Source: an optimization exercise on an open RTL-to-GDS flow (aim: small area and a short achievable clock period). Production flows keep margins and buffers that such runs may drop. Function was checked by simulation only, so behaviour that the tests miss may differ from the original. Power figures rest on the tool's default switching activity, not on a simulated workload.

==> design/flow/design.v <==
module mac_core (
  input  [15:0] a,
  input  [7:0] neg, input [7:0] one, input [7:0] two,
  input  [31:0] p,
  output [31:0] s
);
  wire [16:0] ae = {a[15], a};
  wire [17:0] a2 = {a[15], a, 1'b0};
  wire [16:0] x0 = (({17{one[0]}} & ae) | ({17{two[0]}} & a2[16:0])) ^ {17{neg[0]}};
  wire [16:0] x1 = (({17{one[1]}} & ae) | ({17{two[1]}} & a2[16:0])) ^ {17{neg[1]}};
  wire [16:0] x2 = (({17{one[2]}} & ae) | ({17{two[2]}} & a2[16:0])) ^ {17{neg[2]}};
  wire [16:0] x3 = (({17{one[3]}} & ae) | ({17{two[3]}} & a2[16:0])) ^ {17{neg[3]}};
  wire [16:0] x4 = (({17{one[4]}} & ae) | ({17{two[4]}} & a2[16:0])) ^ {17{neg[4]}};
  wire [16:0] x5 = (({17{one[5]}} & ae) | ({17{two[5]}} & a2[16:0])) ^ {17{neg[5]}};
  wire [16:0] x6 = (({17{one[6]}} & ae) | ({17{two[6]}} & a2[16:0])) ^ {17{neg[6]}};
  wire [16:0] x7 = (({17{one[7]}} & ae) | ({17{two[7]}} & a2[16:0])) ^ {17{neg[7]}};
  wire t0s = p[14] ^ neg[7];
  wire t0c = p[14] & neg[7];
  wire t1s = p[15] ^ x0[15];
  wire t1c = p[15] & x0[15];
  wire t2s = ~(p[16] ^ ~x0[16]);
  wire t2c = p[16] | ~x0[16];
  wire t3s = ~p[17];
  wire t3c = p[17];
  wire t4s = p[8] ^ neg[4];
  wire t4c = p[8] & neg[4];
  wire t5s = p[9] ^ x0[9];
  wire t5c = p[9] & x0[9];
  wire t6s = p[10] ^ neg[5] ^ x0[10];
  wire t6c = (p[10] & neg[5]) | (x0[10] & (p[10] ^ neg[5]));
  wire t7s = x1[8] ^ x2[6];
  wire t7c = x1[8] & x2[6];
  wire t8s = p[11] ^ x0[11] ^ x1[9];
  wire t8c = (p[11] & x0[11]) | (x1[9] & (p[11] ^ x0[11]));
  wire t9s = x2[7] ^ x3[5];
  wire t9c = x2[7] & x3[5];
  wire t10s = p[12] ^ neg[6] ^ x0[12];
  wire t10c = (p[12] & neg[6]) | (x0[12] & (p[12] ^ neg[6]));
  wire t11s = x1[10] ^ x2[8] ^ x3[6];
  wire t11c = (x1[10] & x2[8]) | (x3[6] & (x1[10] ^ x2[8]));
  wire t12s = x4[4] ^ x5[2];
  wire t12c = x4[4] & x5[2];
  wire t13s = p[13] ^ x0[13] ^ x1[11];
  wire t13c = (p[13] & x0[13]) | (x1[11] & (p[13] ^ x0[13]));
  wire t14s = x2[9] ^ x3[7] ^ x4[5];
  wire t14c = (x2[9] & x3[7]) | (x4[5] & (x2[9] ^ x3[7]));
  wire t15s = x5[3] ^ x6[1];
  wire t15c = x5[3] & x6[1];
  wire t16s = t0s ^ x0[14] ^ x1[12];
  wire t16c = (t0s & x0[14]) | (x1[12] & (t0s ^ x0[14]));
  wire t17s = x2[10] ^ x3[8] ^ x4[6];
  wire t17c = (x2[10] & x3[8]) | (x4[6] & (x2[10] ^ x3[8]));
  wire t18s = x5[4] ^ x6[2] ^ x7[0];
  wire t18c = (x5[4] & x6[2]) | (x7[0] & (x5[4] ^ x6[2]));
  wire t19s = t0c ^ x1[13] ^ x2[11];
  wire t19c = (t0c & x1[13]) | (x2[11] & (t0c ^ x1[13]));
  wire t20s = x3[9] ^ x4[7] ^ x5[5];
  wire t20c = (x3[9] & x4[7]) | (x5[5] & (x3[9] ^ x4[7]));
  wire t21s = x6[3] ^ x7[1] ^ t1s;
  wire t21c = (x6[3] & x7[1]) | (t1s & (x6[3] ^ x7[1]));
  wire t22s = x1[14] ^ x2[12] ^ x3[10];
  wire t22c = (x1[14] & x2[12]) | (x3[10] & (x1[14] ^ x2[12]));
  wire t23s = x4[8] ^ x5[6] ^ x6[4];
  wire t23c = (x4[8] & x5[6]) | (x6[4] & (x4[8] ^ x5[6]));
  wire t24s = x7[2] ^ t1c ^ t2s;
  wire t24c = (x7[2] & t1c) | (t2s & (x7[2] ^ t1c));
  wire t25s = t3s ^ x1[15] ^ x2[13];
  wire t25c = (t3s & x1[15]) | (x2[13] & (t3s ^ x1[15]));
  wire t26s = x3[11] ^ x4[9] ^ x5[7];
  wire t26c = (x3[11] & x4[9]) | (x5[7] & (x3[11] ^ x4[9]));
  wire t27s = x6[5] ^ x7[3] ^ t2c;
  wire t27c = (x6[5] & x7[3]) | (t2c & (x6[5] ^ x7[3]));
  wire t28s = t3c ^ p[18] ^ ~x1[16];
  wire t28c = (t3c & p[18]) | (~x1[16] & (t3c ^ p[18]));
  wire t29s = x2[14] ^ x3[12] ^ x4[10];
  wire t29c = (x2[14] & x3[12]) | (x4[10] & (x2[14] ^ x3[12]));
  wire t30s = x5[8] ^ x6[6] ^ x7[4];
  wire t30c = (x5[8] & x6[6]) | (x7[4] & (x5[8] ^ x6[6]));
  wire t31s = ~(p[19] ^ x2[15]);
  wire t31c = p[19] | x2[15];
  wire t32s = x3[13] ^ x4[11] ^ x5[9];
  wire t32c = (x3[13] & x4[11]) | (x5[9] & (x3[13] ^ x4[11]));
  wire t33s = x6[7] ^ x7[5];
  wire t33c = x6[7] & x7[5];
  wire t34s = p[20] ^ ~x2[16] ^ x3[14];
  wire t34c = (p[20] & ~x2[16]) | (x3[14] & (p[20] ^ ~x2[16]));
  wire t35s = x4[12] ^ x5[10] ^ x6[8];
  wire t35c = (x4[12] & x5[10]) | (x6[8] & (x4[12] ^ x5[10]));
  wire t36s = ~(p[21] ^ x3[15]);
  wire t36c = p[21] | x3[15];
  wire t37s = x4[13] ^ x5[11];
  wire t37c = x4[13] & x5[11];
  wire t38s = p[22] ^ ~x3[16] ^ x4[14];
  wire t38c = (p[22] & ~x3[16]) | (x4[14] & (p[22] ^ ~x3[16]));
  wire t39s = ~p[23];
  wire t39c = p[23];
  wire t40s = p[4] ^ neg[2];
  wire t40c = p[4] & neg[2];
  wire t41s = p[5] ^ x0[5];
  wire t41c = p[5] & x0[5];
  wire t42s = p[6] ^ neg[3] ^ x0[6];
  wire t42c = (p[6] & neg[3]) | (x0[6] & (p[6] ^ neg[3]));
  wire t43s = x1[4] ^ x2[2];
  wire t43c = x1[4] & x2[2];
  wire t44s = p[7] ^ x0[7] ^ x1[5];
  wire t44c = (p[7] & x0[7]) | (x1[5] & (p[7] ^ x0[7]));
  wire t45s = x2[3] ^ x3[1];
  wire t45c = x2[3] & x3[1];
  wire t46s = t4s ^ x0[8] ^ x1[6];
  wire t46c = (t4s & x0[8]) | (x1[6] & (t4s ^ x0[8]));
  wire t47s = x2[4] ^ x3[2] ^ x4[0];
  wire t47c = (x2[4] & x3[2]) | (x4[0] & (x2[4] ^ x3[2]));
  wire t48s = t4c ^ x1[7] ^ x2[5];
  wire t48c = (t4c & x1[7]) | (x2[5] & (t4c ^ x1[7]));
  wire t49s = x3[3] ^ x4[1] ^ t5s;
  wire t49c = (x3[3] & x4[1]) | (t5s & (x3[3] ^ x4[1]));
  wire t50s = x3[4] ^ x4[2] ^ x5[0];
  wire t50c = (x3[4] & x4[2]) | (x5[0] & (x3[4] ^ x4[2]));
  wire t51s = t5c ^ t7s ^ t6s;
  wire t51c = (t5c & t7s) | (t6s & (t5c ^ t7s));
  wire t52s = x4[3] ^ x5[1] ^ t7c;
  wire t52c = (x4[3] & x5[1]) | (t7c & (x4[3] ^ x5[1]));
  wire t53s = t9s ^ t6c ^ t8s;
  wire t53c = (t9s & t6c) | (t8s & (t9s ^ t6c));
  wire t54s = x6[0] ^ t9c ^ t12s;
  wire t54c = (x6[0] & t9c) | (t12s & (x6[0] ^ t9c));
  wire t55s = t8c ^ t10s ^ t11s;
  wire t55c = (t8c & t10s) | (t11s & (t8c ^ t10s));
  wire t56s = t12c ^ t15s ^ t10c;
  wire t56c = (t12c & t15s) | (t10c & (t12c ^ t15s));
  wire t57s = t11c ^ t13s ^ t14s;
  wire t57c = (t11c & t13s) | (t14s & (t11c ^ t13s));
  wire t58s = t15c ^ t13c ^ t14c;
  wire t58c = (t15c & t13c) | (t14c & (t15c ^ t13c));
  wire t59s = t16s ^ t17s ^ t18s;
  wire t59c = (t16s & t17s) | (t18s & (t16s ^ t17s));
  wire t60s = t16c ^ t17c ^ t18c;
  wire t60c = (t16c & t17c) | (t18c & (t16c ^ t17c));
  wire t61s = t19s ^ t20s ^ t21s;
  wire t61c = (t19s & t20s) | (t21s & (t19s ^ t20s));
  wire t62s = t19c ^ t20c ^ t22s;
  wire t62c = (t19c & t20c) | (t22s & (t19c ^ t20c));
  wire t63s = t23s ^ t21c ^ t24s;
  wire t63c = (t23s & t21c) | (t24s & (t23s ^ t21c));
  wire t64s = t22c ^ t23c ^ t25s;
  wire t64c = (t22c & t23c) | (t25s & (t22c ^ t23c));
  wire t65s = t26s ^ t24c ^ t27s;
  wire t65c = (t26s & t24c) | (t27s & (t26s ^ t24c));
  wire t66s = t25c ^ t26c ^ t28s;
  wire t66c = (t25c & t26c) | (t28s & (t25c ^ t26c));
  wire t67s = t29s ^ t30s ^ t27c;
  wire t67c = (t29s & t30s) | (t27c & (t29s ^ t30s));
  wire t68s = t31s ^ t33s ^ t28c;
  wire t68c = (t31s & t33s) | (t28c & (t31s ^ t33s));
  wire t69s = t29c ^ t30c ^ t32s;
  wire t69c = (t29c & t30c) | (t32s & (t29c ^ t30c));
  wire t70s = x7[6] ^ t31c ^ t33c;
  wire t70c = (x7[6] & t31c) | (t33c & (x7[6] ^ t31c));
  wire t71s = t32c ^ t34s ^ t35s;
  wire t71c = (t32c & t34s) | (t35s & (t32c ^ t34s));
  wire t72s = x6[9] ^ x7[7] ^ t36s;
  wire t72c = (x6[9] & x7[7]) | (t36s & (x6[9] ^ x7[7]));
  wire t73s = t37s ^ t34c ^ t35c;
  wire t73c = (t37s & t34c) | (t35c & (t37s ^ t34c));
  wire t74s = x5[12] ^ x6[10] ^ x7[8];
  wire t74c = (x5[12] & x6[10]) | (x7[8] & (x5[12] ^ x6[10]));
  wire t75s = t36c ^ t37c ^ t38s;
  wire t75c = (t36c & t37c) | (t38s & (t36c ^ t37c));
  wire t76s = t39s ^ x4[15] ^ x5[13];
  wire t76c = (t39s & x4[15]) | (x5[13] & (t39s ^ x4[15]));
  wire t77s = x6[11] ^ x7[9] ^ t38c;
  wire t77c = (x6[11] & x7[9]) | (t38c & (x6[11] ^ x7[9]));
  wire t78s = t39c ^ p[24] ^ ~x4[16];
  wire t78c = (t39c & p[24]) | (~x4[16] & (t39c ^ p[24]));
  wire t79s = x5[14] ^ x6[12] ^ x7[10];
  wire t79c = (x5[14] & x6[12]) | (x7[10] & (x5[14] ^ x6[12]));
  wire t80s = ~(p[25] ^ x5[15]);
  wire t80c = p[25] | x5[15];
  wire t81s = x6[13] ^ x7[11];
  wire t81c = x6[13] & x7[11];
  wire t82s = p[26] ^ ~x5[16] ^ x6[14];
  wire t82c = (p[26] & ~x5[16]) | (x6[14] & (p[26] ^ ~x5[16]));
  wire t83s = ~p[27];
  wire t83c = p[27];
  wire t84s = p[2] ^ neg[1];
  wire t84c = p[2] & neg[1];
  wire t85s = p[3] ^ x0[3];
  wire t85c = p[3] & x0[3];
  wire t86s = t40s ^ x0[4] ^ x1[2];
  wire t86c = (t40s & x0[4]) | (x1[2] & (t40s ^ x0[4]));
  wire t87s = t40c ^ x1[3] ^ x2[1];
  wire t87c = (t40c & x1[3]) | (x2[1] & (t40c ^ x1[3]));
  wire t88s = x3[0] ^ t41c ^ t43s;
  wire t88c = (x3[0] & t41c) | (t43s & (x3[0] ^ t41c));
  wire t89s = t43c ^ t45s ^ t42c;
  wire t89c = (t43c & t45s) | (t42c & (t43c ^ t45s));
  wire t90s = t45c ^ t44c ^ t46s;
  wire t90c = (t45c & t44c) | (t46s & (t45c ^ t44c));
  wire t91s = t46c ^ t47c ^ t48s;
  wire t91c = (t46c & t47c) | (t48s & (t46c ^ t47c));
  wire t92s = t48c ^ t50s ^ t49c;
  wire t92c = (t48c & t50s) | (t49c & (t48c ^ t50s));
  wire t93s = t50c ^ t52s ^ t51c;
  wire t93c = (t50c & t52s) | (t51c & (t50c ^ t52s));
  wire t94s = t52c ^ t54s ^ t53c;
  wire t94c = (t52c & t54s) | (t53c & (t52c ^ t54s));
  wire t95s = t54c ^ t55c ^ t56s;
  wire t95c = (t54c & t55c) | (t56s & (t54c ^ t55c));
  wire t96s = t56c ^ t57c ^ t58s;
  wire t96c = (t56c & t57c) | (t58s & (t56c ^ t57c));
  wire t97s = t58c ^ t59c ^ t60s;
  wire t97c = (t58c & t59c) | (t60s & (t58c ^ t59c));
  wire t98s = t60c ^ t62s ^ t61c;
  wire t98c = (t60c & t62s) | (t61c & (t60c ^ t62s));
  wire t99s = t62c ^ t64s ^ t63c;
  wire t99c = (t62c & t64s) | (t63c & (t62c ^ t64s));
  wire t100s = t64c ^ t66s ^ t65c;
  wire t100c = (t64c & t66s) | (t65c & (t64c ^ t66s));
  wire t101s = t66c ^ t68s ^ t69s;
  wire t101c = (t66c & t68s) | (t69s & (t66c ^ t68s));
  wire t102s = t70s ^ t68c ^ t69c;
  wire t102c = (t70s & t68c) | (t69c & (t70s ^ t68c));
  wire t103s = t70c ^ t72s ^ t71c;
  wire t103c = (t70c & t72s) | (t71c & (t70c ^ t72s));
  wire t104s = t74s ^ t72c ^ t73c;
  wire t104c = (t74s & t72c) | (t73c & (t74s ^ t72c));
  wire t105s = t74c ^ t76s ^ t75c;
  wire t105c = (t74c & t76s) | (t75c & (t74c ^ t76s));
  wire t106s = t76c ^ t78s ^ t79s;
  wire t106c = (t76c & t78s) | (t79s & (t76c ^ t78s));
  wire t107s = t80s ^ t81s ^ t78c;
  wire t107c = (t80s & t81s) | (t78c & (t80s ^ t81s));
  wire t108s = x7[12] ^ t80c ^ t81c;
  wire t108c = (x7[12] & t80c) | (t81c & (x7[12] ^ t80c));
  wire t109s = t83s ^ x6[15] ^ x7[13];
  wire t109c = (t83s & x6[15]) | (x7[13] & (t83s ^ x6[15]));
  wire t110s = t83c ^ p[28] ^ ~x6[16];
  wire t110c = (t83c & p[28]) | (~x6[16] & (t83c ^ p[28]));
  wire t111s = ~p[29];
  wire t111c = p[29];
  wire t112s = p[0] ^ neg[0];
  wire t112c = p[0] & neg[0];
  wire t113s = p[1] ^ x0[1];
  wire t113c = p[1] & x0[1];
  wire t114s = t84s ^ x0[2] ^ x1[0];
  wire t114c = (t84s & x0[2]) | (x1[0] & (t84s ^ x0[2]));
  wire t115s = t84c ^ x1[1] ^ t85s;
  wire t115c = (t84c & x1[1]) | (t85s & (t84c ^ x1[1]));
  wire t116s = x2[0] ^ t85c ^ t86s;
  wire t116c = (x2[0] & t85c) | (t86s & (x2[0] ^ t85c));
  wire t117s = t41s ^ t86c ^ t87s;
  wire t117c = (t41s & t86c) | (t87s & (t41s ^ t86c));
  wire t118s = t87c ^ t42s ^ t88s;
  wire t118c = (t87c & t42s) | (t88s & (t87c ^ t42s));
  wire t119s = t44s ^ t88c ^ t89s;
  wire t119c = (t44s & t88c) | (t89s & (t44s ^ t88c));
  wire t120s = t47s ^ t89c ^ t90s;
  wire t120c = (t47s & t89c) | (t90s & (t47s ^ t89c));
  wire t121s = t49s ^ t90c ^ t91s;
  wire t121c = (t49s & t90c) | (t91s & (t49s ^ t90c));
  wire t122s = t91c ^ t51s ^ t92s;
  wire t122c = (t91c & t51s) | (t92s & (t91c ^ t51s));
  wire t123s = t53s ^ t92c ^ t93s;
  wire t123c = (t53s & t92c) | (t93s & (t53s ^ t92c));
  wire t124s = t55s ^ t93c ^ t94s;
  wire t124c = (t55s & t93c) | (t94s & (t55s ^ t93c));
  wire t125s = t57s ^ t94c ^ t95s;
  wire t125c = (t57s & t94c) | (t95s & (t57s ^ t94c));
  wire t126s = t59s ^ t95c ^ t96s;
  wire t126c = (t59s & t95c) | (t96s & (t59s ^ t95c));
  wire t127s = t61s ^ t96c ^ t97s;
  wire t127c = (t61s & t96c) | (t97s & (t61s ^ t96c));
  wire t128s = t63s ^ t97c ^ t98s;
  wire t128c = (t63s & t97c) | (t98s & (t63s ^ t97c));
  wire t129s = t65s ^ t98c ^ t99s;
  wire t129c = (t65s & t98c) | (t99s & (t65s ^ t98c));
  wire t130s = t67s ^ t99c ^ t100s;
  wire t130c = (t67s & t99c) | (t100s & (t67s ^ t99c));
  wire t131s = t67c ^ t101s ^ t100c;
  wire t131c = (t67c & t101s) | (t100c & (t67c ^ t101s));
  wire t132s = t71s ^ t101c ^ t102s;
  wire t132c = (t71s & t101c) | (t102s & (t71s ^ t101c));
  wire t133s = t73s ^ t102c ^ t103s;
  wire t133c = (t73s & t102c) | (t103s & (t73s ^ t102c));
  wire t134s = t75s ^ t103c ^ t104s;
  wire t134c = (t75s & t103c) | (t104s & (t75s ^ t103c));
  wire t135s = t77s ^ t104c ^ t105s;
  wire t135c = (t77s & t104c) | (t105s & (t77s ^ t104c));
  wire t136s = t77c ^ t106s ^ t105c;
  wire t136c = (t77c & t106s) | (t105c & (t77c ^ t106s));
  wire t137s = t79c ^ t106c ^ t107s;
  wire t137c = (t79c & t106c) | (t107s & (t79c ^ t106c));
  wire t138s = t82s ^ t108s ^ t107c;
  wire t138c = (t82s & t108s) | (t107c & (t82s ^ t108s));
  wire t139s = t82c ^ t109s ^ t108c;
  wire t139c = (t82c & t109s) | (t108c & (t82c ^ t109s));
  wire t140s = x7[14] ^ t109c ^ t110s;
  wire t140c = (x7[14] & t109c) | (t110s & (x7[14] ^ t109c));
  wire t141s = t111s ^ x7[15] ^ t110c;
  wire t141c = (t111s & x7[15]) | (t110c & (t111s ^ x7[15]));
  wire t142s = t111c ^ p[30] ^ ~x7[16];
  wire t142c = (t111c & p[30]) | (~x7[16] & (t111c ^ p[30]));
  wire t143s = ~p[31];
  wire t143c = p[31];
  wire [31:0] r0 = {t142c, t141c, t140c, t139c, t138c, t137c, t136c, t135c, t134c, t133c, t132c, t131c, t130c, t129c, t128c, t127c, t126c, t125c, t124c, t123c, t122c, t121c, t120c, t119c, t118c, t117c, t116c, t115c, t114c, t113c, t112c, t112s};
  wire [31:0] r1 = {t143s, t142s, t141s, t140s, t139s, t138s, t137s, t136s, t135s, t134s, t133s, t132s, t131s, t130s, t129s, t128s, t127s, t126s, t125s, t124s, t123s, t122s, t121s, t120s, t119s, t118s, t117s, t116s, t115s, t114s, t113s, x0[0]};
  assign s = r0 + r1;
endmodule
module mac_core_pin (
  input  [15:0] a,
  input  [7:0] neg, input [7:0] one, input [7:0] two,
  input  [31:0] p,
  output [31:0] s
);
  wire [16:0] ae = {a[15], a};
  wire [17:0] a2 = {a[15], a, 1'b0};
  wire [16:0] x0 = (({17{one[0]}} & ae) | ({17{two[0]}} & a2[16:0])) ^ {17{neg[0]}};
  wire [16:0] x1 = (({17{one[1]}} & ae) | ({17{two[1]}} & a2[16:0])) ^ {17{neg[1]}};
  wire [16:0] x2 = (({17{one[2]}} & ae) | ({17{two[2]}} & a2[16:0])) ^ {17{neg[2]}};
  wire [16:0] x3 = (({17{one[3]}} & ae) | ({17{two[3]}} & a2[16:0])) ^ {17{neg[3]}};
  wire [16:0] x4 = (({17{one[4]}} & ae) | ({17{two[4]}} & a2[16:0])) ^ {17{neg[4]}};
  wire [16:0] x5 = (({17{one[5]}} & ae) | ({17{two[5]}} & a2[16:0])) ^ {17{neg[5]}};
  wire [16:0] x6 = (({17{one[6]}} & ae) | ({17{two[6]}} & a2[16:0])) ^ {17{neg[6]}};
  wire [16:0] x7 = (({17{one[7]}} & ae) | ({17{two[7]}} & a2[16:0])) ^ {17{neg[7]}};
  wire t0s = neg[7] ^ x0[14];
  wire t0c = neg[7] & x0[14];
  wire t1s = x0[15] ^ x1[13];
  wire t1c = x0[15] & x1[13];
  wire t2s = ~(~x0[16] ^ x1[14]);
  wire t2c = ~x0[16] | x1[14];
  wire t3s = ~x1[15];
  wire t3c = x1[15];
  wire t4s = neg[4] ^ x0[8];
  wire t4c = neg[4] & x0[8];
  wire t5s = x0[9] ^ x1[7];
  wire t5c = x0[9] & x1[7];
  wire t6s = neg[5] ^ x0[10] ^ x1[8];
  wire t6c = (neg[5] & x0[10]) | (x1[8] & (neg[5] ^ x0[10]));
  wire t7s = x2[6] ^ x3[4];
  wire t7c = x2[6] & x3[4];
  wire t8s = x0[11] ^ x1[9] ^ x2[7];
  wire t8c = (x0[11] & x1[9]) | (x2[7] & (x0[11] ^ x1[9]));
  wire t9s = x3[5] ^ x4[3];
  wire t9c = x3[5] & x4[3];
  wire t10s = neg[6] ^ x0[12] ^ x1[10];
  wire t10c = (neg[6] & x0[12]) | (x1[10] & (neg[6] ^ x0[12]));
  wire t11s = x2[8] ^ x3[6] ^ x4[4];
  wire t11c = (x2[8] & x3[6]) | (x4[4] & (x2[8] ^ x3[6]));
  wire t12s = x5[2] ^ x6[0];
  wire t12c = x5[2] & x6[0];
  wire t13s = x0[13] ^ x1[11] ^ x2[9];
  wire t13c = (x0[13] & x1[11]) | (x2[9] & (x0[13] ^ x1[11]));
  wire t14s = x3[7] ^ x4[5] ^ x5[3];
  wire t14c = (x3[7] & x4[5]) | (x5[3] & (x3[7] ^ x4[5]));
  wire t15s = x6[1] ^ p[13];
  wire t15c = x6[1] & p[13];
  wire t16s = x1[12] ^ x2[10] ^ x3[8];
  wire t16c = (x1[12] & x2[10]) | (x3[8] & (x1[12] ^ x2[10]));
  wire t17s = x4[6] ^ x5[4] ^ x6[2];
  wire t17c = (x4[6] & x5[4]) | (x6[2] & (x4[6] ^ x5[4]));
  wire t18s = x7[0] ^ t0s ^ p[14];
  wire t18c = (x7[0] & t0s) | (p[14] & (x7[0] ^ t0s));
  wire t19s = x2[11] ^ x3[9] ^ x4[7];
  wire t19c = (x2[11] & x3[9]) | (x4[7] & (x2[11] ^ x3[9]));
  wire t20s = x5[5] ^ x6[3] ^ x7[1];
  wire t20c = (x5[5] & x6[3]) | (x7[1] & (x5[5] ^ x6[3]));
  wire t21s = t0c ^ t1s ^ p[15];
  wire t21c = (t0c & t1s) | (p[15] & (t0c ^ t1s));
  wire t22s = x2[12] ^ x3[10] ^ x4[8];
  wire t22c = (x2[12] & x3[10]) | (x4[8] & (x2[12] ^ x3[10]));
  wire t23s = x5[6] ^ x6[4] ^ x7[2];
  wire t23c = (x5[6] & x6[4]) | (x7[2] & (x5[6] ^ x6[4]));
  wire t24s = t1c ^ t2s ^ p[16];
  wire t24c = (t1c & t2s) | (p[16] & (t1c ^ t2s));
  wire t25s = x2[13] ^ x3[11] ^ x4[9];
  wire t25c = (x2[13] & x3[11]) | (x4[9] & (x2[13] ^ x3[11]));
  wire t26s = x5[7] ^ x6[5] ^ x7[3];
  wire t26c = (x5[7] & x6[5]) | (x7[3] & (x5[7] ^ x6[5]));
  wire t27s = t3s ^ t2c ^ p[17];
  wire t27c = (t3s & t2c) | (p[17] & (t3s ^ t2c));
  wire t28s = t3c ^ ~x1[16] ^ x2[14];
  wire t28c = (t3c & ~x1[16]) | (x2[14] & (t3c ^ ~x1[16]));
  wire t29s = x3[12] ^ x4[10] ^ x5[8];
  wire t29c = (x3[12] & x4[10]) | (x5[8] & (x3[12] ^ x4[10]));
  wire t30s = x6[6] ^ x7[4] ^ p[18];
  wire t30c = (x6[6] & x7[4]) | (p[18] & (x6[6] ^ x7[4]));
  wire t31s = ~(x2[15] ^ x3[13]);
  wire t31c = x2[15] | x3[13];
  wire t32s = x4[11] ^ x5[9] ^ x6[7];
  wire t32c = (x4[11] & x5[9]) | (x6[7] & (x4[11] ^ x5[9]));
  wire t33s = x7[5] ^ p[19];
  wire t33c = x7[5] & p[19];
  wire t34s = ~x2[16] ^ x3[14] ^ x4[12];
  wire t34c = (~x2[16] & x3[14]) | (x4[12] & (~x2[16] ^ x3[14]));
  wire t35s = x5[10] ^ x6[8] ^ x7[6];
  wire t35c = (x5[10] & x6[8]) | (x7[6] & (x5[10] ^ x6[8]));
  wire t36s = ~(x3[15] ^ x4[13]);
  wire t36c = x3[15] | x4[13];
  wire t37s = x5[11] ^ x6[9];
  wire t37c = x5[11] & x6[9];
  wire t38s = ~x3[16] ^ x4[14] ^ x5[12];
  wire t38c = (~x3[16] & x4[14]) | (x5[12] & (~x3[16] ^ x4[14]));
  wire t39s = ~x4[15];
  wire t39c = x4[15];
  wire t40s = neg[2] ^ x0[4];
  wire t40c = neg[2] & x0[4];
  wire t41s = x0[5] ^ x1[3];
  wire t41c = x0[5] & x1[3];
  wire t42s = neg[3] ^ x0[6] ^ x1[4];
  wire t42c = (neg[3] & x0[6]) | (x1[4] & (neg[3] ^ x0[6]));
  wire t43s = x2[2] ^ x3[0];
  wire t43c = x2[2] & x3[0];
  wire t44s = x0[7] ^ x1[5] ^ x2[3];
  wire t44c = (x0[7] & x1[5]) | (x2[3] & (x0[7] ^ x1[5]));
  wire t45s = x3[1] ^ p[7];
  wire t45c = x3[1] & p[7];
  wire t46s = x1[6] ^ x2[4] ^ x3[2];
  wire t46c = (x1[6] & x2[4]) | (x3[2] & (x1[6] ^ x2[4]));
  wire t47s = x4[0] ^ t4s ^ p[8];
  wire t47c = (x4[0] & t4s) | (p[8] & (x4[0] ^ t4s));
  wire t48s = x2[5] ^ x3[3] ^ x4[1];
  wire t48c = (x2[5] & x3[3]) | (x4[1] & (x2[5] ^ x3[3]));
  wire t49s = t4c ^ t5s ^ p[9];
  wire t49c = (t4c & t5s) | (p[9] & (t4c ^ t5s));
  wire t50s = x4[2] ^ x5[0] ^ t5c;
  wire t50c = (x4[2] & x5[0]) | (t5c & (x4[2] ^ x5[0]));
  wire t51s = t7s ^ t6s ^ p[10];
  wire t51c = (t7s & t6s) | (p[10] & (t7s ^ t6s));
  wire t52s = x5[1] ^ t7c ^ t9s;
  wire t52c = (x5[1] & t7c) | (t9s & (x5[1] ^ t7c));
  wire t53s = t6c ^ t8s ^ p[11];
  wire t53c = (t6c & t8s) | (p[11] & (t6c ^ t8s));
  wire t54s = t9c ^ t12s ^ t8c;
  wire t54c = (t9c & t12s) | (t8c & (t9c ^ t12s));
  wire t55s = t10s ^ t11s ^ p[12];
  wire t55c = (t10s & t11s) | (p[12] & (t10s ^ t11s));
  wire t56s = t12c ^ t10c ^ t11c;
  wire t56c = (t12c & t10c) | (t11c & (t12c ^ t10c));
  wire t57s = t13s ^ t14s ^ t15s;
  wire t57c = (t13s & t14s) | (t15s & (t13s ^ t14s));
  wire t58s = t13c ^ t14c ^ t16s;
  wire t58c = (t13c & t14c) | (t16s & (t13c ^ t14c));
  wire t59s = t17s ^ t15c ^ t18s;
  wire t59c = (t17s & t15c) | (t18s & (t17s ^ t15c));
  wire t60s = t16c ^ t17c ^ t19s;
  wire t60c = (t16c & t17c) | (t19s & (t16c ^ t17c));
  wire t61s = t20s ^ t18c ^ t21s;
  wire t61c = (t20s & t18c) | (t21s & (t20s ^ t18c));
  wire t62s = t19c ^ t20c ^ t22s;
  wire t62c = (t19c & t20c) | (t22s & (t19c ^ t20c));
  wire t63s = t23s ^ t21c ^ t24s;
  wire t63c = (t23s & t21c) | (t24s & (t23s ^ t21c));
  wire t64s = t22c ^ t23c ^ t25s;
  wire t64c = (t22c & t23c) | (t25s & (t22c ^ t23c));
  wire t65s = t26s ^ t24c ^ t27s;
  wire t65c = (t26s & t24c) | (t27s & (t26s ^ t24c));
  wire t66s = t25c ^ t26c ^ t28s;
  wire t66c = (t25c & t26c) | (t28s & (t25c ^ t26c));
  wire t67s = t29s ^ t27c ^ t30s;
  wire t67c = (t29s & t27c) | (t30s & (t29s ^ t27c));
  wire t68s = t31s ^ t28c ^ t29c;
  wire t68c = (t31s & t28c) | (t29c & (t31s ^ t28c));
  wire t69s = t32s ^ t33s ^ t30c;
  wire t69c = (t32s & t33s) | (t30c & (t32s ^ t33s));
  wire t70s = t31c ^ t32c ^ t34s;
  wire t70c = (t31c & t32c) | (t34s & (t31c ^ t32c));
  wire t71s = t35s ^ p[20] ^ t33c;
  wire t71c = (t35s & p[20]) | (t33c & (t35s ^ p[20]));
  wire t72s = x7[7] ^ t36s ^ t37s;
  wire t72c = (x7[7] & t36s) | (t37s & (x7[7] ^ t36s));
  wire t73s = t34c ^ t35c ^ p[21];
  wire t73c = (t34c & t35c) | (p[21] & (t34c ^ t35c));
  wire t74s = x6[10] ^ x7[8] ^ t36c;
  wire t74c = (x6[10] & x7[8]) | (t36c & (x6[10] ^ x7[8]));
  wire t75s = t37c ^ t38s ^ p[22];
  wire t75c = (t37c & t38s) | (p[22] & (t37c ^ t38s));
  wire t76s = x5[13] ^ x6[11] ^ x7[9];
  wire t76c = (x5[13] & x6[11]) | (x7[9] & (x5[13] ^ x6[11]));
  wire t77s = t39s ^ t38c ^ p[23];
  wire t77c = (t39s & t38c) | (p[23] & (t39s ^ t38c));
  wire t78s = t39c ^ ~x4[16] ^ x5[14];
  wire t78c = (t39c & ~x4[16]) | (x5[14] & (t39c ^ ~x4[16]));
  wire t79s = x6[12] ^ x7[10] ^ p[24];
  wire t79c = (x6[12] & x7[10]) | (p[24] & (x6[12] ^ x7[10]));
  wire t80s = ~(x5[15] ^ x6[13]);
  wire t80c = x5[15] | x6[13];
  wire t81s = x7[11] ^ p[25];
  wire t81c = x7[11] & p[25];
  wire t82s = ~x5[16] ^ x6[14] ^ x7[12];
  wire t82c = (~x5[16] & x6[14]) | (x7[12] & (~x5[16] ^ x6[14]));
  wire t83s = ~x6[15];
  wire t83c = x6[15];
  wire t84s = neg[1] ^ x0[2];
  wire t84c = neg[1] & x0[2];
  wire t85s = x0[3] ^ x1[1];
  wire t85c = x0[3] & x1[1];
  wire t86s = x1[2] ^ x2[0] ^ t40s;
  wire t86c = (x1[2] & x2[0]) | (t40s & (x1[2] ^ x2[0]));
  wire t87s = x2[1] ^ t40c ^ t41s;
  wire t87c = (x2[1] & t40c) | (t41s & (x2[1] ^ t40c));
  wire t88s = t41c ^ t43s ^ t42s;
  wire t88c = (t41c & t43s) | (t42s & (t41c ^ t43s));
  wire t89s = t43c ^ t42c ^ t44s;
  wire t89c = (t43c & t42c) | (t44s & (t43c ^ t42c));
  wire t90s = t44c ^ t46s ^ t45c;
  wire t90c = (t44c & t46s) | (t45c & (t44c ^ t46s));
  wire t91s = t46c ^ t48s ^ t47c;
  wire t91c = (t46c & t48s) | (t47c & (t46c ^ t48s));
  wire t92s = t48c ^ t50s ^ t49c;
  wire t92c = (t48c & t50s) | (t49c & (t48c ^ t50s));
  wire t93s = t50c ^ t52s ^ t51c;
  wire t93c = (t50c & t52s) | (t51c & (t50c ^ t52s));
  wire t94s = t52c ^ t54s ^ t53c;
  wire t94c = (t52c & t54s) | (t53c & (t52c ^ t54s));
  wire t95s = t54c ^ t56s ^ t55c;
  wire t95c = (t54c & t56s) | (t55c & (t54c ^ t56s));
  wire t96s = t56c ^ t58s ^ t57c;
  wire t96c = (t56c & t58s) | (t57c & (t56c ^ t58s));
  wire t97s = t58c ^ t60s ^ t59c;
  wire t97c = (t58c & t60s) | (t59c & (t58c ^ t60s));
  wire t98s = t60c ^ t62s ^ t61c;
  wire t98c = (t60c & t62s) | (t61c & (t60c ^ t62s));
  wire t99s = t62c ^ t64s ^ t63c;
  wire t99c = (t62c & t64s) | (t63c & (t62c ^ t64s));
  wire t100s = t64c ^ t66s ^ t65c;
  wire t100c = (t64c & t66s) | (t65c & (t64c ^ t66s));
  wire t101s = t66c ^ t68s ^ t67c;
  wire t101c = (t66c & t68s) | (t67c & (t66c ^ t68s));
  wire t102s = t68c ^ t70s ^ t71s;
  wire t102c = (t68c & t70s) | (t71s & (t68c ^ t70s));
  wire t103s = t72s ^ t70c ^ t73s;
  wire t103c = (t72s & t70c) | (t73s & (t72s ^ t70c));
  wire t104s = t72c ^ t74s ^ t73c;
  wire t104c = (t72c & t74s) | (t73c & (t72c ^ t74s));
  wire t105s = t76s ^ t74c ^ t75c;
  wire t105c = (t76s & t74c) | (t75c & (t76s ^ t74c));
  wire t106s = t76c ^ t78s ^ t77c;
  wire t106c = (t76c & t78s) | (t77c & (t76c ^ t78s));
  wire t107s = t80s ^ t78c ^ t81s;
  wire t107c = (t80s & t78c) | (t81s & (t80s ^ t78c));
  wire t108s = t80c ^ t82s ^ p[26];
  wire t108c = (t80c & t82s) | (p[26] & (t80c ^ t82s));
  wire t109s = x7[13] ^ t83s ^ t82c;
  wire t109c = (x7[13] & t83s) | (t82c & (x7[13] ^ t83s));
  wire t110s = t83c ^ ~x6[16] ^ x7[14];
  wire t110c = (t83c & ~x6[16]) | (x7[14] & (t83c ^ ~x6[16]));
  wire t111s = ~x7[15];
  wire t111c = x7[15];
  wire t112s = neg[0] ^ x0[0];
  wire t112c = neg[0] & x0[0];
  wire t113s = x0[1] ^ p[1];
  wire t113c = x0[1] & p[1];
  wire t114s = x1[0] ^ t84s ^ p[2];
  wire t114c = (x1[0] & t84s) | (p[2] & (x1[0] ^ t84s));
  wire t115s = t84c ^ t85s ^ p[3];
  wire t115c = (t84c & t85s) | (p[3] & (t84c ^ t85s));
  wire t116s = t85c ^ t86s ^ p[4];
  wire t116c = (t85c & t86s) | (p[4] & (t85c ^ t86s));
  wire t117s = t86c ^ t87s ^ p[5];
  wire t117c = (t86c & t87s) | (p[5] & (t86c ^ t87s));
  wire t118s = t87c ^ p[6] ^ t88s;
  wire t118c = (t87c & p[6]) | (t88s & (t87c ^ p[6]));
  wire t119s = t88c ^ t89s ^ t45s;
  wire t119c = (t88c & t89s) | (t45s & (t88c ^ t89s));
  wire t120s = t89c ^ t47s ^ t90s;
  wire t120c = (t89c & t47s) | (t90s & (t89c ^ t47s));
  wire t121s = t49s ^ t90c ^ t91s;
  wire t121c = (t49s & t90c) | (t91s & (t49s ^ t90c));
  wire t122s = t51s ^ t91c ^ t92s;
  wire t122c = (t51s & t91c) | (t92s & (t51s ^ t91c));
  wire t123s = t53s ^ t92c ^ t93s;
  wire t123c = (t53s & t92c) | (t93s & (t53s ^ t92c));
  wire t124s = t55s ^ t93c ^ t94s;
  wire t124c = (t55s & t93c) | (t94s & (t55s ^ t93c));
  wire t125s = t57s ^ t94c ^ t95s;
  wire t125c = (t57s & t94c) | (t95s & (t57s ^ t94c));
  wire t126s = t95c ^ t59s ^ t96s;
  wire t126c = (t95c & t59s) | (t96s & (t95c ^ t59s));
  wire t127s = t61s ^ t96c ^ t97s;
  wire t127c = (t61s & t96c) | (t97s & (t61s ^ t96c));
  wire t128s = t63s ^ t97c ^ t98s;
  wire t128c = (t63s & t97c) | (t98s & (t63s ^ t97c));
  wire t129s = t65s ^ t98c ^ t99s;
  wire t129c = (t65s & t98c) | (t99s & (t65s ^ t98c));
  wire t130s = t67s ^ t99c ^ t100s;
  wire t130c = (t67s & t99c) | (t100s & (t67s ^ t99c));
  wire t131s = t69s ^ t100c ^ t101s;
  wire t131c = (t69s & t100c) | (t101s & (t69s ^ t100c));
  wire t132s = t69c ^ t102s ^ t101c;
  wire t132c = (t69c & t102s) | (t101c & (t69c ^ t102s));
  wire t133s = t71c ^ t103s ^ t102c;
  wire t133c = (t71c & t103s) | (t102c & (t71c ^ t103s));
  wire t134s = t75s ^ t103c ^ t104s;
  wire t134c = (t75s & t103c) | (t104s & (t75s ^ t103c));
  wire t135s = t77s ^ t104c ^ t105s;
  wire t135c = (t77s & t104c) | (t105s & (t77s ^ t104c));
  wire t136s = t79s ^ t105c ^ t106s;
  wire t136c = (t79s & t105c) | (t106s & (t79s ^ t105c));
  wire t137s = t79c ^ t107s ^ t106c;
  wire t137c = (t79c & t107s) | (t106c & (t79c ^ t107s));
  wire t138s = t81c ^ t108s ^ t107c;
  wire t138c = (t81c & t108s) | (t107c & (t81c ^ t108s));
  wire t139s = p[27] ^ t109s ^ t108c;
  wire t139c = (p[27] & t109s) | (t108c & (p[27] ^ t109s));
  wire t140s = t110s ^ p[28] ^ t109c;
  wire t140c = (t110s & p[28]) | (t109c & (t110s ^ p[28]));
  wire t141s = t111s ^ t110c ^ p[29];
  wire t141c = (t111s & t110c) | (p[29] & (t111s ^ t110c));
  wire t142s = t111c ^ ~x7[16] ^ p[30];
  wire t142c = (t111c & ~x7[16]) | (p[30] & (t111c ^ ~x7[16]));
  wire t143s = ~p[31];
  wire t143c = p[31];
  wire [31:0] r0 = {t142c, t141c, t140c, t139c, t138c, t137c, t136c, t135c, t134c, t133c, t132c, t131c, t130c, t129c, t128c, t127c, t126c, t125c, t124c, t123c, t122c, t121c, t120c, t119c, t118c, t117c, t116c, t115c, t114c, t113c, t112c, t112s};
  wire [31:0] r1 = {t143s, t142s, t141s, t140s, t139s, t138s, t137s, t136s, t135s, t134s, t133s, t132s, t131s, t130s, t129s, t128s, t127s, t126s, t125s, t124s, t123s, t122s, t121s, t120s, t119s, t118s, t117s, t116s, t115s, t114s, t113s, p[0]};
  assign s = r0 + r1;
endmodule
module en_reg #(parameter DATA_WIDTH = 1) (
  input clk,
  input rst_n,
  input en,
  input [DATA_WIDTH - 1 : 0] din,
  output [DATA_WIDTH - 1 : 0] dout
);
  reg [DATA_WIDTH - 1 : 0] r;
  always @(posedge clk) begin
    if (!rst_n) r <= 0;
    else if (en) r <= din;
  end
  assign dout = r;
endmodule
module delay_line #(parameter DATA_WIDTH = 1, parameter N = 1) (
  input clk,
  input rst_n,
  input en,
  input [DATA_WIDTH - 1 : 0] din,
  output [DATA_WIDTH - 1 : 0] dout
);
  wire [DATA_WIDTH - 1 : 0] d [0 : N];
  assign d[0] = din;
  genvar i;
  generate
    for (i = 0; i < N; i = i + 1) begin : st
      en_reg #(.DATA_WIDTH(DATA_WIDTH)) r (
        .clk(clk), .rst_n(rst_n), .en(en), .din(d[i]), .dout(d[i + 1]));
    end
  endgenerate
  assign dout = d[N];
endmodule
module booth_enc (
  input  [15:0] w,
  output [7:0] neg,
  output [7:0] one,
  output [7:0] two
);
  wire [16:0] b = {w, 1'b0};
  genvar i;
  generate
    for (i = 0; i < 8; i = i + 1) begin : dig
      wire b0 = b[2 * i];
      wire b1 = b[2 * i + 1];
      wire b2 = b[2 * i + 2];
      assign one[i] = b1 ^ b0;
      assign two[i] = (b2 & ~b1 & ~b0) | (~b2 & b1 & b0);
      assign neg[i] = b2 & ~(b1 & b0);
    end
  endgenerate
endmodule
module mac_pe #(parameter PIN = 0) (
  input clk,
  input rst_n,
  input en,
  input wen,
  input [23:0] wenc_in,
  input [15:0] ifmap_in,
  input [31:0] ofmap_in,
  output [15:0] ifmap_out,
  output [31:0] ofmap_out
);
  reg [23:0] wenc_r;
  reg [15:0] ifmap_r;
  reg [31:0] ofmap_r;
  wire [31:0] sum;
  generate
    if (PIN) begin : cin
      mac_core_pin core (.a(ifmap_in), .neg(wenc_r[7:0]), .one(wenc_r[15:8]),
                         .two(wenc_r[23:16]), .p(ofmap_in), .s(sum));
    end else begin : creg
      mac_core core (.a(ifmap_in), .neg(wenc_r[7:0]), .one(wenc_r[15:8]),
                     .two(wenc_r[23:16]), .p(ofmap_in), .s(sum));
    end
  endgenerate
  always @(posedge clk) begin
    if (!rst_n) begin
      wenc_r <= 0;
      ifmap_r <= 0;
      ofmap_r <= 0;
    end else begin
      if (wen) wenc_r <= wenc_in;
      if (en) begin
        ifmap_r <= ifmap_in;
        ofmap_r <= sum;
      end
    end
  end
  assign ifmap_out = ifmap_r;
  assign ofmap_out = ofmap_r;
endmodule
module mac_pe_late (
  input clk,
  input rst_n,
  input en,
  input wen,
  input [15:0] weight_in,
  input [15:0] ifmap_in,
  input [31:0] late_in,
  output [15:0] ifmap_out,
  output [31:0] late_out
);
  reg [15:0] weight_r;
  reg [23:0] wsnap_r;
  reg [15:0] ifmap_r;
  reg [31:0] late_r;
  wire [7:0] neg, one, two;
  wire [31:0] sum;
  booth_enc enc (.w(weight_r), .neg(neg), .one(one), .two(two));
  mac_core core (.a(ifmap_r), .neg(wsnap_r[7:0]), .one(wsnap_r[15:8]),
                 .two(wsnap_r[23:16]), .p(late_in), .s(sum));
  always @(posedge clk) begin
    if (!rst_n) begin
      weight_r <= 0;
      wsnap_r <= 0;
      ifmap_r <= 0;
      late_r <= 0;
    end else begin
      if (wen) weight_r <= weight_in;
      if (en) begin
        wsnap_r <= {two, one, neg};
        ifmap_r <= ifmap_in;
        late_r <= sum;
      end
    end
  end
  assign ifmap_out = ifmap_r;
  assign late_out = late_r;
endmodule
module systolic_array_top (
  input clk,
  input rst_n,
  input en,
  input weight_en,
  input [3:0] weight_wen,
  input [63:0] ifmap_in,
  input [63:0] weight_in,
  input [127:0] ofmap_in,
  output [127:0] ofmap_out
);
  genvar x, y;
  wire [15:0] a_in [0:3];
  generate
    for (y = 0; y < 4; y = y + 1) begin : iskew
      delay_line #(.DATA_WIDTH(16), .N(y)) d (
        .clk(clk), .rst_n(rst_n), .en(en),
        .din(ifmap_in[16 * y +: 16]), .dout(a_in[y]));
    end
  endgenerate
  wire [23:0] wenc [1:3];
  generate
    for (x = 1; x < 4; x = x + 1) begin : wskew
      wire [15:0] w;
      wire [7:0] neg, one, two;
      delay_line #(.DATA_WIDTH(16), .N(x)) d (
        .clk(clk), .rst_n(rst_n), .en(weight_en),
        .din(weight_in[16 * x +: 16]), .dout(w));
      booth_enc enc (.w(w), .neg(neg), .one(one), .two(two));
      assign wenc[x] = {two, one, neg};
    end
  endgenerate
  wire [3:0] wen [0:3];
  assign wen[0] = weight_wen;
  generate
    for (x = 1; x < 4; x = x + 1) begin : wenskew
      en_reg #(.DATA_WIDTH(4)) r (
        .clk(clk), .rst_n(rst_n), .en(weight_en),
        .din(wen[x - 1]), .dout(wen[x]));
    end
  endgenerate
  wire [15:0] ifm [0:3][0:3];    
  wire [31:0] psum [0:3][0:3];   
  wire [31:0] ofmap_in0_r;
  en_reg #(.DATA_WIDTH(32)) pin0 (
    .clk(clk), .rst_n(rst_n), .en(en),
    .din(ofmap_in[31:0]), .dout(ofmap_in0_r));
  generate
    for (y = 0; y < 4; y = y + 1) begin : c0
      mac_pe_late pe (
        .clk(clk), .rst_n(rst_n), .en(en), .wen(weight_wen[y]),
        .weight_in(weight_in[15:0]), .ifmap_in(a_in[y]),
        .late_in(y == 0 ? ofmap_in0_r : psum[0][y == 0 ? 0 : y - 1]),
        .ifmap_out(ifm[0][y]), .late_out(psum[0][y]));
    end
  endgenerate
  generate
    for (x = 1; x < 4; x = x + 1) begin : cx
      for (y = 0; y < 4; y = y + 1) begin : ry
        mac_pe #(.PIN(y == 0)) pe (
          .clk(clk), .rst_n(rst_n), .en(en), .wen(wen[x][y]),
          .wenc_in(wenc[x]), .ifmap_in(ifm[x - 1][y]),
          .ofmap_in(y == 0 ? ofmap_in[32 * x +: 32] : psum[x][y == 0 ? 0 : y - 1]),
          .ifmap_out(ifm[x][y]), .ofmap_out(psum[x][y]));
      end
    end
  endgenerate
  generate
    for (x = 0; x < 4; x = x + 1) begin : oskew
      delay_line #(.DATA_WIDTH(32), .N(x == 0 ? 2 : 3 - x)) d (
        .clk(clk), .rst_n(rst_n), .en(en),
        .din(psum[x][3]), .dout(ofmap_out[32 * x +: 32]));
    end
  endgenerate
endmodule
==> design/flow/run.sh <==
#!/bin/bash
# synth_recipe.tcl (not shown) runs the flow's synth.tcl, then flattens the netlist and writes it again
# the make line also repeats each setting of config.mk as NAME=value (left out here)
make -C /OpenROAD-flow-scripts/flow DESIGN_CONFIG=/design/flow/config.mk WORK_HOME=/design/flow/orfs CLKGATE_MAP_FILE= SYNTH_SCRIPT=/design/flow/synth_recipe.tcl finish
==> design/flow/config.mk <==
export PLATFORM = sky130hd
export DESIGN_NAME = systolic_array_top
export DESIGN_NICKNAME = systolic_array_top
export VERILOG_FILES = /design/flow/design.v
export SDC_FILE = /design/flow/constraint.sdc
export NUM_CORES = 4
export LEC_CHECK = 0
export CAP_MARGIN = 20
export CORE_MARGIN = 2
export CORE_UTILIZATION = 40
export PLACE_DENSITY = 0.6
export SLEW_MARGIN = 20
==> design/flow/constraint.sdc <==
create_clock -name core_clock -period 10.0 [get_ports {clk}]
set_input_delay 2.0000 -clock core_clock [delete_from_list [all_inputs] [get_ports {clk}]]
set_output_delay 2.0000 -clock core_clock [all_outputs]
set_load 0.01 [all_outputs]
==> summary.txt <==
-- routing by layer --
layer	wire length, µm	share of wire [%]	vias to the layer above	global-route usage [%]
li1	-	-	60130	-
met1	243700	48	62500	35.16
met2	205100	41	4901	33.08
met3	46150	9.1	614	5.434
met4	10740	2.1	12	4.883
met5	78	0.015	-	0
-- cells by family (layout without fill, tap and decap cells) --
group | count (synthesis) | after routing | synth area share [%]
fa+ha+maj | 2785 | 2785 | 29.15
other cells | 0 | 7 | 0
simple gates | 2737 | 2737 | 6.799
xor+xnor | 2625 | 2625 | 13.71
mux | 1114 | 1114 | 6.649
compound gates | 3867 | 3867 | 15.91
flops | 1548 | 1548 | 18.48
buf+inv | 4158 | 3467 | 9.309
-- where the power goes --
part	leakage, nW	switching (mW)	internal, mW
Sequential	12.6	0.717	6.79
Combinational	61.6	8.21	5.93
Clock	3.22	3.02	4.39
-- critical path, stage by stage --
cell             delay (ps)
clkdlybuf4s50_1         460
fa_1                    530
fa_1                    470
fa_1                    540
inv_1                    50
fa_1                    520
inv_1                    40
ha_1                    330
and2_4                  210
a21o_1                  190
a221oi_2                260
o21ai_1                 110
a41o_1                  240
o21ai_2                 140
a21oi_2                 100
a221o_1                 370
a211o_1                 310
or4_1                   390
o21ai_1                  90
-- per-stage QoR --
stage	hold slack [ps]	util [%]	cells	setup slack [ps]	cell area, µm²
after floorplan	424.8	-	18830	3295	167700
after global placement	434.3	41.81	23290	2503	174500
after detailed placement	439.1	41.82	23290	2536	174500
after CTS	446.3	43.40	23640	3538	181100
after global routing	463.1	43.41	23640	3230	181100
final	442.4	43.42	23650	3475	181100
-- worst min path at each step --
| stage | from | to | slack (ps) | cells after the start |
|---|---|---|---|---|
| floorplan | c0[3].pe.late_r[17]$_SDFFE_PN0P_ | c0[3].pe.late_r[17]$_SDFFE_PN0P_ | 420 | 2 |
| global placement | cx[2].ry[1].pe.ofmap_r[29]$_SDFFE_PN0P_ | cx[2].ry[1].pe.ofmap_r[29]$_SDFFE_PN0P_ | 430 | 2 |
| detailed placement | c0[1].pe.late_r[21]$_SDFFE_PN0P_ | c0[1].pe.late_r[21]$_SDFFE_PN0P_ | 440 | 2 |
| CTS | c0[1].pe.late_r[21]$_SDFFE_PN0P_ | c0[1].pe.late_r[21]$_SDFFE_PN0P_ | 450 | 2 |
| global route | cx[1].ry[2].pe.ofmap_r[24]$_SDFFE_PN0P_ | cx[1].ry[2].pe.ofmap_r[24]$_SDFFE_PN0P_ | 460 | 2 |
| finish | cx[3].ry[3].pe.ofmap_r[31]$_SDFFE_PN0P_ | cx[3].ry[3].pe.ofmap_r[31]$_SDFFE_PN0P_ | 440 | 2 |
-- sequential cells by signal, indices dropped and copies added, names as in the netlist --
register,count
c0.pe.wsnap_r,96
c0.pe.weight_r,64
wenskew.r.r,12
wskew.d.st.r.r,96
pin0.r,32
cx.ry.pe.ifmap_r,128
iskew.d.st.r.r,96
cx.ry.pe.ofmap_r,384
c0.pe.late_r,128
c0.pe.ifmap_r,64
cx.ry.pe.wenc_r,288
oskew.d.st.r.r,160
-- layout make-up --
cell class / count / area [µm²]
diodes: 7 / 17.52
multi-input cells: 13130 / 121200
clock inverters: 89 / 1207
inverters: 2424 / 9111
well taps: 5497 / 6878
flip-flops and latches: 1548 / 31000
fillers: 40760 / 236100
repair buffers: 697 / 6317
clock buffers: 257 / 5411
-- layout by cell type (no fill, tap or decap), types with 75 or more instances in the layout --
master / Yosys / final
xnor2_1: 1809 / 1809
dfxtp_1: 1548 / 1538
a21oi_1: 542 / 533
o21bai_1: 75 / 75
inv_1: 2391 / 2390
nand3_1: 100 / 100
a211oi_1: 181 / 181
o21ai_0: 309 / 309
xor2_1: 816 / 816
buf_4: 1 / 298
a21o_1: 311 / 311
ha_1: 913 / 913
o21ai_1: 198 / 198
nor2_1: 1658 / 1656
nand2_1: 592 / 591
clkdlybuf4s50_1: 0 / 388
clkbuf_16: 0 / 194
fa_1: 1872 / 1872
mux2i_1: 1112 / 1112
a22oi_1: 1923 / 1923
==> qor.csv <==
stage;metric;value;unit
global_route;first_global_vias;124700;
place;place_congestion;0.9055;
logic_synthesis;synth-main-ff-cell;dfxtp_1;
timing;slew_violations;0;
die;coreArea;417200;µm²
drt;drt_iter0_drc;12160;
clock_network;post-cts-setup-buffers;0;
timing;tightestPinTransition;1249;ps
drt;vias_per_cell;5.420;
logic_synthesis;synth_top_area_share;22.34;%
logic_synthesis;synth.most_common_cell;inv_1;
timing;fmax;153.3;MHz
logic_synthesis;yosysWarnings;14;
setup_path;crit_path_start;ofmap_in[78];
clock_network;clock_latency;990;ps
setup_path;crit_path_end_kind;flip-flop;
die;ios;392;
cells_and_area;drive_above_1_share;3.974;%
logic_synthesis;synthArstFlopShare;0;%
run_status;status;no timing/DRC/antenna violations;
setup_path;cp.arrival;7370;ps
clock_network;postCtsHoldBufs;0;
setup_path;crit_type;primary input to flip-flop;
logic_synthesis;syn_inst;18830;
timing;min_period;6525;ps
timing;rsz0062_at_grt;no;
logic_synthesis;syn-num-nets;21880;
power;p_leak;77.42;nW
global_route;grt_first_pass_wirelength;779.1;mm
die;die_area;424500;µm²
logic_synthesis;synth_area_per_cell;8.906;µm²
timing;slew_headroom;16.73;%
timing;period_share;65.25;%
power;finalPower;29.05;mW
clock_network;cts.path.max_buffers;4;
power;power.density;160.4;nW/µm²
global_route;grt_usage;23.20;%
clock_network;clockRootBuffer;clkbuf_16;
clock_network;cts_resized;0;
global_route;grt_max_degree;210;
clock_network;clk_pin_slew;60;ps
hold_path;min_path_type;flip-flop to flip-flop;
place;dp_hpwl;374.4;mm
logic_synthesis;yosysTopAreaCell;fa_1;
setup_path;r2r-end;c0[0].pe.late_r[30]$_SDFFE_PN0P_;
drt;firstDrtPassIters;8;
global_route;antenna_found_initial;20;
drt;routed-via-count;128200;
timing;finalHoldViolations;0;
drt;drcViolationCount;0;
place;io_buffers;391;
logic_synthesis;synth_edf_count;0;
die;die_width;651.6;µm
drt;antenna_left;0;
drt;wire_per_inst;21.39;µm
logic_synthesis;ys_seq_area_share;18.48;%
die;initial_core_util;40.20;%
logic_synthesis;synth_top_cells_by_count;inv_1 (2391), a22oi_1 (1923), fa_1 (1872);
timing;finalSetupViolations;0;
clock_network;numClockSinks;1548;
logic_synthesis;syn_area;167700;µm²
setup_path;cp_max_fo;6;
setup_path;crit_path_end;cx[2].ry[0].pe.ofmap_r[31]$_SDFFE_PN0P_;
setup_path;worstSetupStartpointType;primary input;
logic_synthesis;ys_ff_latch;1548;
setup_path;required;10840;ps
die;row_count;237;
timing;setup-tns-final;0;ps
drt;wl;505.8;mm
setup_path;rr_worst_depth;20;
cells_and_area;final_nets;21040;
clock_network;cts_buffers;191;
setup_path;rrSetupSlack;3510;ps
global_route;gr-total-overflow;0;
setup_path;reg2reg_from;c0[0].pe.ifmap_r[4]$_SDFFE_PN0P_;
logic_synthesis;yosys-top-cells-area;fa_1 (22%), dfxtp_1 (18%), xnor2_1 (9.4%);
clock_network;h-tree-depth;4;
clock_network;cts_tree;yes;
timing;finalClockSkew;101.9;ps
flow_run;maxCapViolCount;0;
die;fp.dieH;651.6;µm
power;irDropWorstVdd;0.1543;mV
logic_synthesis;synth_cell_types;93;
cells_and_area;syn2layout_area_growth;7.993;%

==> afterwards: timing with drivers on the ports <==
The flow's constraints put no driver on any port. The routed layout listed below was extracted and timed again, unchanged, in two steps. Step 1 sets driving cells, clkbuf_16 on the clock port and buf_2 on the other inputs (assumed; they add their load-dependent delay and slew). Step 2 moves the port delays by t, midway between the first and last clock arrival at a register: inputs arrive t later, outputs are due t later. That takes back most of the time a late clock gives input paths. a / b / c = no drivers / after step 1 / after step 2; a / b = the first two.
t (ns): 1.038
slack for setup (ns): 3.475 / 3.514 / 2.521
worst setup path after step 2: input to register
worst slew at a driven data input, ns: 0.17
After both steps setup and hold are still met in this run. For this run, drivers alone change the setup slack by +0.039 ns; drivers and shift together by -0.954 ns.
